Background: an optimization exercise with open tools, aiming at small area and a short achievable clock period. Do not read the settings as production practice. Only simulation tests tie the RTL to the original design; equivalence was not proved. No activity file was given, so power comes from the tool's default toggle rates.

File: flow/design.v
module dff(d,clk,q);
    input d,clk;
    output q;
    reg q;
    always @ (posedge clk)
    begin
    q<=d;
    end
endmodule
module pipo(d, clk, q);
input [7:0] d;
input clk;
output reg [7:0] q;
always @(posedge clk) q <= d;
endmodule
module regfile(clk, en_write, en_read, reg_write_addr, reg_read_addr1, reg_read_addr2,
               reg_write_data, reg_read_data1, reg_read_data2);
input clk;
input en_write;
input en_read;
input [3:0] reg_write_addr;
input [3:0] reg_read_addr1;
input [3:0] reg_read_addr2;
input [7:0] reg_write_data;
output [7:0] reg_read_data1;
output [7:0] reg_read_data2;
reg [7:0] Registers [0:15];
reg [7:0] hold1, hold2;
wire [15:0] wsel, nwsel;
wdec wd (.en(en_write), .a(reg_write_addr), .sel(wsel), .nsel(nwsel));
genvar i, j;
generate
  for (i = 0; i < 16; i = i + 1) begin : row
    wire [7:0] nxt;
    for (j = 0; j < 8; j = j + 1) begin : wb
      g_a22o w (.a1(nwsel[i]), .a2(Registers[i][j]), .b1(wsel[i]), .b2(reg_write_data[j]), .y(nxt[j]));
    end
    always @(posedge clk)
      Registers[i] <= nxt;
  end
endgenerate
wire [15:0] sel1, sel2;
rdec rd1 (.a(reg_read_addr1), .sel(sel1));
rdec rd2 (.a(reg_read_addr2), .sel(sel2));
wire en_read_n, en_write_n, enw, hw;
g_inv ie (.a(en_read), .y(en_read_n));
g_inv iw (.a(en_write), .y(en_write_n));
g_and2 gw (.a(en_read), .b(en_write_n), .y(enw));
g_nor2 gh (.a(en_read), .b(en_write), .y(hw));
wire [7:0] r1, r2;
generate
  for (i = 0; i < 8; i = i + 1) begin : rb
    wire [15:0] col;
    for (j = 0; j < 16; j = j + 1) begin : c
      assign col[j] = Registers[j][i];
    end
    rsel rs1 (.sel(sel1), .m(col), .en(en_read), .en_n(en_read_n), .enw(enw), .hw(hw), .h(hold1[i]), .r(r1[i]), .o(reg_read_data1[i]));
    rsel rs2 (.sel(sel2), .m(col), .en(en_read), .en_n(en_read_n), .enw(enw), .hw(hw), .h(hold2[i]), .r(r2[i]), .o(reg_read_data2[i]));
  end
endgenerate
always @(posedge clk) begin
  hold1 <= r1;
  hold2 <= r2;
end
endmodule
module wdec(en, a, sel, nsel);
input en;
input [3:0] a;
output [15:0] sel, nsel;
wire [3:0] an, lo, hi;
g_inv i0 (.a(a[0]), .y(an[0]));
g_inv i1 (.a(a[1]), .y(an[1]));
g_inv i2 (.a(a[2]), .y(an[2]));
g_inv i3 (.a(a[3]), .y(an[3]));
g_nor2 l0 (.a(a[1]),  .b(a[0]),  .y(lo[0]));
g_nor2 l1 (.a(a[1]),  .b(an[0]), .y(lo[1]));
g_nor2 l2 (.a(an[1]), .b(a[0]),  .y(lo[2]));
g_nor2 l3 (.a(an[1]), .b(an[0]), .y(lo[3]));
g_nor2 h0 (.a(a[3]),  .b(a[2]),  .y(hi[0]));
g_nor2 h1 (.a(a[3]),  .b(an[2]), .y(hi[1]));
g_nor2 h2 (.a(an[3]), .b(a[2]),  .y(hi[2]));
g_nor2 h3 (.a(an[3]), .b(an[2]), .y(hi[3]));
genvar k;
generate
  for (k = 0; k < 16; k = k + 1) begin : d
    g_nand3 n (.a(en), .b(lo[k % 4]), .c(hi[k / 4]), .y(nsel[k]));
    g_inv   s (.a(nsel[k]), .y(sel[k]));
  end
endgenerate
endmodule
module rdec(a, sel);
input [3:0] a;
output [15:0] sel;
wire [3:0] lo_n, hi_n;
predec p (.a(a), .lo_n(lo_n), .hi_n(hi_n));
genvar k;
generate
  for (k = 0; k < 16; k = k + 1) begin : d
    g_nor2 s (.a(lo_n[k % 4]), .b(hi_n[k / 4]), .y(sel[k]));
  end
endgenerate
endmodule
module predec(a, lo_n, hi_n);
input [3:0] a;
output [3:0] lo_n, hi_n;
wire [3:0] an;
g_inv i0 (.a(a[0]), .y(an[0]));
g_inv i1 (.a(a[1]), .y(an[1]));
g_inv i2 (.a(a[2]), .y(an[2]));
g_inv i3 (.a(a[3]), .y(an[3]));
g_nand2 l0 (.a(an[1]), .b(an[0]), .y(lo_n[0]));
g_nand2 l1 (.a(an[1]), .b(a[0]),  .y(lo_n[1]));
g_nand2 l2 (.a(a[1]),  .b(an[0]), .y(lo_n[2]));
g_nand2 l3 (.a(a[1]),  .b(a[0]),  .y(lo_n[3]));
g_nand2 h0 (.a(an[3]), .b(an[2]), .y(hi_n[0]));
g_nand2 h1 (.a(an[3]), .b(a[2]),  .y(hi_n[1]));
g_nand2 h2 (.a(a[3]),  .b(an[2]), .y(hi_n[2]));
g_nand2 h3 (.a(a[3]),  .b(a[2]),  .y(hi_n[3]));
endmodule
module rsel(sel, m, en, en_n, enw, hw, h, r, o);
input [15:0] sel, m;
input en, en_n, enw, hw, h;
output r, o;
wire y0, y1, a, b, c, d;
g_or8   p0 (.s(sel[7:0]),  .m(m[7:0]),  .y(y0));
g_or8   p1 (.s(sel[15:8]), .m(m[15:8]), .y(y1));
g_o21ai na (.a1(y0), .a2(y1), .b1(enw), .y(a));
g_nand2 nb (.a(hw), .b(h), .y(b));
g_nand2 oo (.a(a), .b(b), .y(o));
g_o21ai nc (.a1(y0), .a2(y1), .b1(en), .y(c));
g_nand2 nd (.a(en_n), .b(h), .y(d));
g_nand2 rr (.a(c), .b(d), .y(r));
endmodule
module g_or8(s, m, y);
input [7:0] s, m;
output y;
assign y = |(s & m);
endmodule
module g_inv(a, y);
input a; output y;
assign y = ~a;
endmodule
module g_nand2(a, b, y);
input a, b; output y;
assign y = ~(a & b);
endmodule
module g_nand3(a, b, c, y);
input a, b, c; output y;
assign y = ~(a & b & c);
endmodule
module g_nor2(a, b, y);
input a, b; output y;
assign y = ~(a | b);
endmodule
module g_a22o(a1, a2, b1, b2, y);
input a1, a2, b1, b2; output y;
assign y = (a1 & a2) | (b1 & b2);
endmodule
module g_o21ai(a1, a2, b1, y);
input a1, a2, b1; output y;
assign y = ~((a1 | a2) & b1);
endmodule
module g_and2(a, b, y);
input a, b; output y;
assign y = a & b;
endmodule
module SIMD_CU(d,d1,d2,en_write, 
		en_read, reg_write_addr1,
		reg_write_addr2,reg_write_addr3, 
		reg_read_addr1,reg_read_addr2,reg_read_addr3,reg_read_addr4,reg_read_addr5, reg_read_addr6,  
		clk, 
		reg_read_data1, reg_read_data2, reg_read_data3, reg_read_data4,reg_read_data5,reg_read_data6);
	input clk,en_write, en_read;
	input [3:0] reg_write_addr1;
	input [3:0] reg_write_addr2;
	input [3:0] reg_write_addr3;
	input [3:0] reg_read_addr1;
	input [3:0] reg_read_addr2;
	input [3:0] reg_read_addr3;
	input [3:0] reg_read_addr4;
	input [3:0] reg_read_addr5;
	input [3:0] reg_read_addr6;
	input [7:0] d,d1,d2;
	wire [7:0] q,q1,q2;
	output[7:0] reg_read_data1;
	output[7:0] reg_read_data2;
	output[7:0] reg_read_data3;
	output[7:0] reg_read_data4;
	output[7:0] reg_read_data5;
	output[7:0] reg_read_data6;
	pipo p1(d, clk, q);
	pipo p2(d1, clk, q1);
	pipo p3(d2, clk, q2);
	regfile PEM1(clk, en_write, en_read, reg_write_addr1,  reg_read_addr1, reg_read_addr2, q, reg_read_data1, reg_read_data2 );
	regfile PEM2(clk, en_write, en_read, reg_write_addr2,  reg_read_addr3, reg_read_addr4, q1, reg_read_data3, reg_read_data4 );
	regfile PEM3(clk, en_write, en_read, reg_write_addr3,  reg_read_addr5, reg_read_addr6, q2, reg_read_data5, reg_read_data6 );
endmodule
File: flow/flow/run.sh
#!/bin/bash
# Standard synthesis, then every combinational cell that synthesis gave a
# drive strength above 1 is set back to strength 1 (same function and pins;
# flip-flops are left as they are), then the standard layout from there.
# Clock tree: larger sink clusters and no dummy loads.
# Port buffers: buf_2 (the resizer sizes them from there).
# Each tool's output goes to a log file of its own in this folder.
set -euo pipefail
R=orfs/results/sky130hd/SIMD_CU/base
bash standard.sh synth > synth.log 2>&1
python3 flow/downsize.py "$FLOW_HOME/platforms/sky130hd/lib/sky130_fd_sc_hd__tt_025C_1v80.lib" \
  $R/1_2_yosys.v > downsize.log 2>&1
rm -f $R/1_synth.odb $R/1_synth.sdc
bash standard.sh finish \
  CTS_ARGS="-sink_clustering_enable -repair_clock_nets -dont_use_dummy_load -sink_clustering_size 16 -sink_clustering_max_diameter 60 -buf_list sky130_fd_sc_hd__clkbuf_8" \
  BUFFER_PORTS_ARGS="-buffer_cell sky130_fd_sc_hd__buf_2" \
  > layout.log 2>&1
File: flow/flow/downsize.py
# Set every combinational cell in a synthesized netlist to drive strength 1.
# usage: downsize.py LIBERTY NETLIST (the netlist is rewritten in place)
import re, sys, collections
lib, net = sys.argv[1], sys.argv[2]
cells = set(re.findall(r'cell\s*\(\s*"?(sky130_fd_sc_hd__\w+?)"?\s*\)', open(lib).read()))
keep = ('df', 'edf', 'sdf', 'dl', 'clk', 'conb', 'tap', 'fill', 'decap')
changed = collections.Counter()
def swap(m):
    name, base, size = m.group(0), m.group(1), m.group(2)
    if base.startswith(keep) or size == '1':
        return name
    new = 'sky130_fd_sc_hd__%s_1' % base
    if new not in cells:
        return name
    changed[name + ' -> ' + new] += 1
    return new
text = open(net).read()
text = re.sub(r'(?<=^  )sky130_fd_sc_hd__(\w+?)_(\d+)(?= )', swap, text, flags=re.M)
open(net, 'w').write(text)
for k, n in sorted(changed.items()):
    print(n, k)
File: flow/standard.sh
#!/bin/bash
# synth_recipe.tcl (not shown) runs the flow's synth.tcl, then flattens the netlist and writes it again
# the make line also repeats each setting of config.mk as NAME=value (left out here)
make -C /OpenROAD-flow-scripts/flow DESIGN_CONFIG=/design/flow/config.mk WORK_HOME=/design/flow/orfs CLKGATE_MAP_FILE= SYNTH_SCRIPT=/design/flow/synth_recipe.tcl "${@:-finish}"
File: flow/config.mk
export PLATFORM = sky130hd
export DESIGN_NAME = SIMD_CU
export DESIGN_NICKNAME = SIMD_CU
export VERILOG_FILES = /design/flow/design.v
export SDC_FILE = /design/flow/constraint.sdc
export NUM_CORES = 4
export LEC_CHECK = 0
export CAP_MARGIN = 20
export CORE_MARGIN = 2
export CORE_UTILIZATION = 40
export SETUP_SLACK_MARGIN = 1.5
export SLEW_MARGIN = 20
export SYNTH_HIERARCHICAL = 1
File: flow/constraint.sdc
create_clock -name core_clock -period 5.2 [get_ports {clk}]
set_input_delay 1.0400 -clock core_clock [delete_from_list [all_inputs] [get_ports {clk}]]
set_output_delay 1.0400 -clock core_clock [all_outputs]
set_load 0.01 [all_outputs]
==> results of run 1 <==
## modules after synthesis, one instance, submodules excluded, a selection
| module | cells inside | flip-flops and latches | cell area [um^2] |
|---|---|---|---|
| g_or8 | 5 | 0 | 36.3 |
| g_nand3 | 1 | 0 | 5.00 |
| g_a22o | 1 | 0 | 8.76 |
| regfile | 144 | 144 | 2880 |
| g_o21ai | 1 | 0 | 5.00 |
| g_nand2 | 1 | 0 | 3.75 |
| pipo | 8 | 8 | 160 |
## worst min-delay path, stage by stage (launching register included)
cell	delay, ps
dfxtp_1	320
nand2_1	50
nand2_1	40
## area by class of cell
type | count | area share (%)
Tap cell | 600 | 3.65
Multi-Input combinational cell | 1374 | 44.8
Inverter | 90 | 1.64
Timing Repair Buffer | 114 | 2.84
Sequential cell | 456 | 44.3
Clock buffer | 41 | 2.74
## power by group
part | leakage [nW] | switching (mW) | internal, mW
clock network | 0.295 | 1.18 | 0.706
logic | 4.30 | 0.612 | 0.698
registers | 3.81 | 0.716 | 4.24
total | 8.40 | 2.51 | 5.64
## what timing repair did
item,4_1_cts,5_1_grt
setup endpoints to repair,47,48
resized for setup,7,101
pin swaps,0,2
## per-layer routing
metal	vias up	wire, um	global-route usage (%)
li1	7917	-	-
met1	8489	28700	38.2
met2	928	29100	41.7
met3	152	5950	4.59
met4	0	2190	9.80
met5	-	0	0
## sequential cells by signal, indices dropped and copies added, names as in the netlist
| name | flops |
|---|---|
| PEM2.Registers | 128 |
| PEM1.hold1 | 8 |
| PEM1.hold2 | 8 |
| PEM3.Registers | 128 |
| p1.q | 8 |
| PEM2.hold1 | 8 |
| PEM2.hold2 | 8 |
| PEM3.hold1 | 8 |
| PEM1.Registers | 128 |
| p2.q | 8 |
| PEM3.hold2 | 8 |
| p3.q | 8 |
## kinds of logic (layout without fill, tap and decap cells)
family / Yosys count / count (layout) / share of synthesized area (%)
AO/OA/AOI/OAI: 864 / 864 / 36.5
AND/OR/NAND/NOR: 510 / 510 / 12.1
flip-flops: 456 / 456 / 49.6
buffers and inverters: 90 / 245 / 1.83
## cells in the final DEF (no fill, tap or decap), drive strengths merged
master	n
nor2	123
and2	3
nand4	96
clkbuf	42
nand2	240
o21ai	96
a22o	384
inv	90
dfxtp	456
nand3	48
buf	113
a22oi	384
## path summary, 6_finish.rpt
kind,from,to,depth (start not counted)
setup / recovery,reg_read_addr3[2],reg_read_data3[6],9
hold / removal,PEM1.hold1[5],PEM1.hold1[5],2
setup reg to reg,p1.q[1],PEM1.Registers[15][1],1
hold reg to reg,PEM1.hold1[5],PEM1.hold1[5],2
## through the flow
step / std cells / total power [mW]
global route: 2675 / 8.50
floorplan: 1920 / 5.67
detailed placement: 2634 / 6.27
CTS: 2675 / 8.12
finish: 2675 / 8.15
global placement: 2634 / 6.23
==> results.txt, run 1 <==
status=timing/DRC/antenna clean; ys async rst share=0%; Port Buf Inserts=110; WL/cell=24.7 um; Fin Hold WS=about 440 ps; htree depth=2; n_diodes=0; setup violators final=0; Syn Inst Count=1920; maximum vdd ir drop=between 0.2 and 0.25 mV; Synth Register Bits=456; initial antenna violation count=0; Mapped Avg Cell Area=between 9 and 10 um^2; worst setup path class=primary input to output pin; layout cell share with drive strength beyond 1=12.5%; Leak=between 8 and 9 nW; Hold Vio Cnt, Final=0; Post-synth top flop=dfxtp_1; crit path DAT=about 2600 ps; first-pass GRT wire length=roughly 100000 um; count leader, synth=dfxtp_1; TNS Setup=0 ps; multi-input logic area=just over 0.009 mm^2; Ys Warns=10; clk_skew=slightly below 60 ps; Post-DP HPWL=~47000 um; RSZ-0062 raised after global routing=true; total gr overflow=0; post-route cell area=about 0.02 mm^2; Detail Route Antenna Nets=0; drt drc=0; sequential area share after synthesis=around 50%; CP max stage delay=approximately 370 ps; final worst-path cycle share=between 70 and 80%; MaxCap Viol Count=0; Cell Area, Placed=approximately 0.02 mm^2; vias in the first global route=approximately 16000; EDFF count, synth=0; Die ar.=~0.048 mm^2; number of fill cells=about 4400; vias=about 17000; Clock Sinks=456; Seq. cell area=0.00913 mm^2; die height=219 um; area delta synth->final=11.8%; Synth Cell Area=0.0184 mm^2; pre-CTS WS=1350 ps; fin nets=approximately 2100; R2R setup slack=between 3000 and 4000 ps; CP Capture Type=output pin; commonest cells in the netlist=dfxtp_1, a22o_1, a22oi_1; area leader, netlist=dfxtp_1; syn nets=about 2000; Cell Pwr Density=396 mW/mm^2; initial core utilization=roughly two fifths; max frequency=about 0.27 GHz; Post-CTS Hold Fix Bufs=0; largest net degree at the start of global routing=33; Final min period=around 3700 ps; Clock Path Buffers=3; GP Congestion=a little under 1; Worst Hold Class=flop to flop; Distinct cells, synth=10; max_slew headroom=between 20% and 30%; Via density=6.54; slowest CP cell=a22oi_1; crit path cell chain=buf_2 > inv_1 > nand2_1 > nor2_2 > a22oi_1 > nand4_1 > o21ai_1 > nand2_1 > buf_2; worst skew pair latency=~640 ps; die width=~220 um; clk slew on worst S/H paths=around 80 ps; row cnt=slightly below 80; CTS tree=built; final wirelength=66000 um; final core occ=45.4%; DRT iter0 DRCs=around 2500; Critical Path Start Type=primary input; Worst Max-Slew Pin Slew=roughly 1100 ps; Tot GR Track Use=~27%; IO Pins=between 100 and 150; router iterations before antenna repair=8; core region area=between 0.04 and 0.05 mm^2; Worst Path Buf+Inv=3; CTS buffer count=41; largest cells by area after synthesis=dfxtp_1, a22o_1, a22oi_1; setup ws final=about 1500 ps; share of Yosys cell area claimed by the top area cell type=~50%; Root Buffer=clkbuf_8; fin. max-slew vios=0; largest fanout on the critical path=8; cell family with most CP delay=simple AND/OR/NAND/NOR gates; # Post-CTS Setup Buffers=0; CP required=between 4000 and 5000 ps
==> run 2, diff against run 1 <==
--- a/flow/config.mk
+++ b/flow/config.mk
@@ -9,5 +9,6 @@
 export CORE_MARGIN = 2
 export CORE_UTILIZATION = 40
-export SETUP_SLACK_MARGIN = 1.5
+export SETUP_SLACK_MARGIN = 1.7
 export SLEW_MARGIN = 20
 export SYNTH_HIERARCHICAL = 1
+export TNS_END_PERCENT = 5
==> run 2 against run 1 <==
Against the previous run:
- still clean on timing, DRC and antenna
- synthesized cell count is the same
- first-iteration DRC count fell by 9.2%
- flip-flop and latch count unchanged
- die area unchanged
- wire length increased by 2.1%
- hold slack got worse by 1.7 ps
- count of clock-buffer cells in the layout unchanged
- clock power hardly changed
- sequential share of layout area decreased by 2.7 points
- non-clock buffer count rose by 22
- largest cell class unchanged
- largest power group unchanged
==> results.txt, run 2 <==
Leak=8.75 nW (+4.1%); Worst Path Buf+Inv=3 (unchanged); Synth Register Bits=456 (unchanged); crit path cell chain=clkbuf_4 > inv_2 > nand2_4 > nor2_4 > a22oi_1 > nand4_1 > o21ai_1 > nand2_1 > buf_2; area delta synth->final=19.1%; initial antenna violation count=0 (unchanged); TNS Setup=0 ps (unchanged); r2r startpoint=p3.q[6]; count leader, synth=dfxtp_1; Port Buf Inserts=110 (unchanged); router iterations before antenna repair=6 (-2); Worst Hold Class=flop to flop; Worst Max-Slew Pin Slew=1110 ps (+39.4 ps); RR Endpoint=PEM3.Registers[14][6]; area leader, netlist=dfxtp_1; Die ar.=0.0478 mm^2 (unchanged); vias=17600 (+0.61%); ys async rst share=0% (unchanged); drt drc=0 (unchanged); status=timing/DRC/antenna clean; maximum vdd ir drop=0.209 mV (-0.38%); Fin Hold WS=439 ps (-1.67 ps); Clock Sinks=456 (unchanged); Cell Pwr Density=379 mW/mm^2 (-4.1%); syn nets=1983 (unchanged); Detail Route Antenna Nets=0 (unchanged); fin nets=2162 (+1.0%); crit path DAT=2510 ps (-130 ps); first-pass GRT wire length=100000 um (+0.28%); die height=219 um (unchanged); vias in the first global route=16300 (+0.49%); layout cell share with drive strength beyond 1=20.3% (+7.8 points); Post-synth top flop=dfxtp_1; CP max stage delay=270 ps (-100 ps); IO Pins=111 (unchanged); max frequency=0.282 GHz (+3.7%); slowest CP cell=a22oi_1; worst setup path class=primary input to output pin; total gr overflow=0 (unchanged); switching part of the total=31.4% (+0.65 points); RSZ-0062 raised after global routing=true; Clock Path Buffers=3 (unchanged); biggest regs=PEM1.Registers (128), PEM2.Registers (128), PEM3.Registers (128); Ys Warns=10 (unchanged); Flop pwr share=60.1% (-0.7 points); reg2reg path depth=1 (unchanged); worst skew pair latency=640 ps (about the same); CP endpoint=reg_read_data2[6]; Clock Power Share=22.7% (-0.4 points); switching power=2.61 mW (+4.2%); htree depth=2 (unchanged); CP Depth=9 (unchanged); max_slew headroom=25.9% (-2.6 points); Root Buffer=clkbuf_8; WL/cell=25.0 um (+1.2%); core region area=0.0454 mm^2 (unchanged); clk slew on worst S/H paths=60 ps (-20 ps); Syn Inst Count=1920 (unchanged); CP required=4160 ps (about the same); CP Capture Type=output pin; R2R setup slack=3780 ps (-40 ps); largest cells by area after synthesis=dfxtp_1, a22o_1, a22oi_1; share of Yosys cell area claimed by the top area cell type=49.6% (unchanged); Via density=6.52 (-0.25%); Tot GR Track Use=27.2% (+0.075 points); CTS tree=built; initial core utilization=40.6% (unchanged); final worst-path cycle share=68.3% (-2.5 points); Post-DP HPWL=47400 um (unchanged); row cnt=78 (unchanged); EDFF count, synth=0 (unchanged); largest net degree at the start of global routing=33 (unchanged); cell family with most CP delay=simple AND/OR/NAND/NOR gates; Synth Cell Area=0.0184 mm^2 (unchanged); Distinct cells, synth=10 (unchanged); DRT iter0 DRCs=2229 (-9.2%); sequential area share after synthesis=49.6% (unchanged); GP Congestion=0.984 (unchanged); commonest cells in the netlist=dfxtp_1, a22o_1, a22oi_1; largest fanout on the critical path=8 (unchanged); Critical Path Start Type=primary input; Internal=5.70 mW (+1.1%); critical path startpoint=reg_read_addr2[0]; Mapped Avg Cell Area=9.59 um^2 (unchanged); final wirelength=67400 um (+2.1%); setup violators final=0 (unchanged); Final min period=3550 ps (-130 ps); die width=219 um (unchanged); hold wc startpoint=PEM3.hold1[7]; clk_skew=61.1 ps (+2.00 ps); commonest non-fill, non-tap cell in the layout=dfxtp_1; Hold Vio Cnt, Final=0 (unchanged); CTS buffer count=41 (unchanged); fin. max-slew vios=0 (unchanged); most frequent cells in the layout=dfxtp_1, a22o_1, a22oi_1; MaxCap Viol Count=0 (unchanged); Gate power share=17.3% (+1.2 points); Post-CTS Hold Fix Bufs=0 (unchanged)
run 2: cell counts after synthesis:
Identical to the previous run, type by type.
run 2: worst min path at each step:
| stage | to | slack, ps | cells past startpoint |
|---|---|---|---|
| 2_1_floorplan | PEM1.hold1[0] | 420 | 2 |
| 3_3_place_gp | PEM1.hold2[7] | 420 | 2 |
| 3_5_place_dp | PEM1.hold1[7] | 430 | 2 |
| 4_1_cts | PEM3.hold1[7] | 440 | 2 |
| 5_1_grt | PEM1.hold1[3] | 450 | 2 |
| 6_report | PEM3.hold1[7] | 440 | 2 |
run 2: per-stage QoR:
| stage | setup slack [ps] | util, % | power, mW | cells | instance area (um^2) |
|---|---|---|---|---|---|
| 6_report | 1650 | 48.3 | 8.31 | 2698 | 21900 |
| 5_1_grt | 1650 | 48.3 | 8.67 | 2697 | 21900 |
| 4_1_cts | 1650 | 45.4 | 8.14 | 2677 | 20600 |
| 3_5_place_dp | 1350 | 43.5 | 6.27 | 2634 | 19700 |
| 3_3_place_gp | 1380 | 43.5 | 6.23 | 2634 | 19700 |
| 2_1_floorplan | 2220 | - | 5.67 | 1920 | 18400 |
run 2: logic make-up (layout without fill, tap and decap cells):
kind of cell | after synthesis | in the layout | synth area share (%)
AO/OA/AOI/OAI | 864 | 864 | 36.5
AND/OR/NAND/NOR | 510 | 510 | 12.1
flip-flops | 456 | 456 | 49.6
other | 0 | 1 | 0
buffers and inverters | 90 | 267 | 1.83
run 2: area by class of cell:
cell class / instances / area, um^2
antenna: 1 / 2.50
fill: 4252 / 23500
clock buffer: 41 / 564
multi-input combinational: 1374 / 10400
tap: 600 / 751
inverter: 90 / 338
sequential: 456 / 9130
timing repair buffer: 136 / 785
run 2: per-module statistics from Yosys (local to each module, per instance), excerpt:
module   cells inside  flops+latches  times used
pipo                8              8           3
g_or8               5              0          96
g_and2              1              0           3
g_o21ai             1              0          96
g_nor2              1              0         123
g_nand2             1              0         240
g_inv               1              0          90
run 2: worst min-delay path: cells and delay by family (launching register included):
family,cells,cell delay (ps)
flip-flops,1,310
AND/OR/NAND/NOR,2,90
run 2: repair_timing:
action	CTS	global route
hold endpoints to repair	0	0
buffers inserted	2	20
gates resized for setup	108	281
setup endpoints to repair	48	48
pin swaps	6	108
run 2: power by group through the flow:
stage / clock network, mW / registers [mW] / logic (mW)
after floorplan: 0 / 4.73 / 0.947
after global placement: 0 / 4.99 / 1.24
after detailed placement: 0 / 5.00 / 1.27
after CTS: 1.92 / 4.93 / 1.29
after global routing: 2.04 / 5.08 / 1.55
final: 1.88 / 4.99 / 1.44
run 2: per-layer routing:
layer | part of all wire, % | routed length, um | GRT usage, % | vias up
met2 | 44 | 29900 | 42.0 | 886
met4 | 3.6 | 2440 | 9.80 | 0
met1 | 44 | 29400 | 38.2 | 8592
met5 | 0 | 0 | 0 | -
li1 | - | - | - | 7958
met3 | 8.5 | 5710 | 4.55 | 157

==> port drivers added, routing unchanged <==
The flow's constraints put no driver on any port. The routed layouts listed below were extracted and timed again, unchanged, in two steps. Step 1: set_driving_cell puts a clkbuf_16 on clk and a buf_2 on each other input, an assumption about the parent block. Step 2 times the ports against the registers' clock, not the clock port: input delays grow and output delays shrink by t, the midpoint of the rising clock arrivals with the driver on. Slacks: ideal / step 1 / step 2; pairs: ideal / step 1.
| run | t, ns | setup WS [ns] | worst setup path after step 2 | worst register clock-pin slew, ns |
|---|---|---|---|---|
| run 1 | 0.665 | 1.519 / 1.498 / 1.498 | input to output | 0.10 / 0.10 |
| run 2 | 0.667 | 1.648 / 1.626 / 1.626 | input to output | 0.11 / 0.11 |
After both steps setup and hold are still met in every run listed. The setup slack of run 2, which loses most, moves by -0.022 ns with the drivers and by -0.022 ns with both steps.
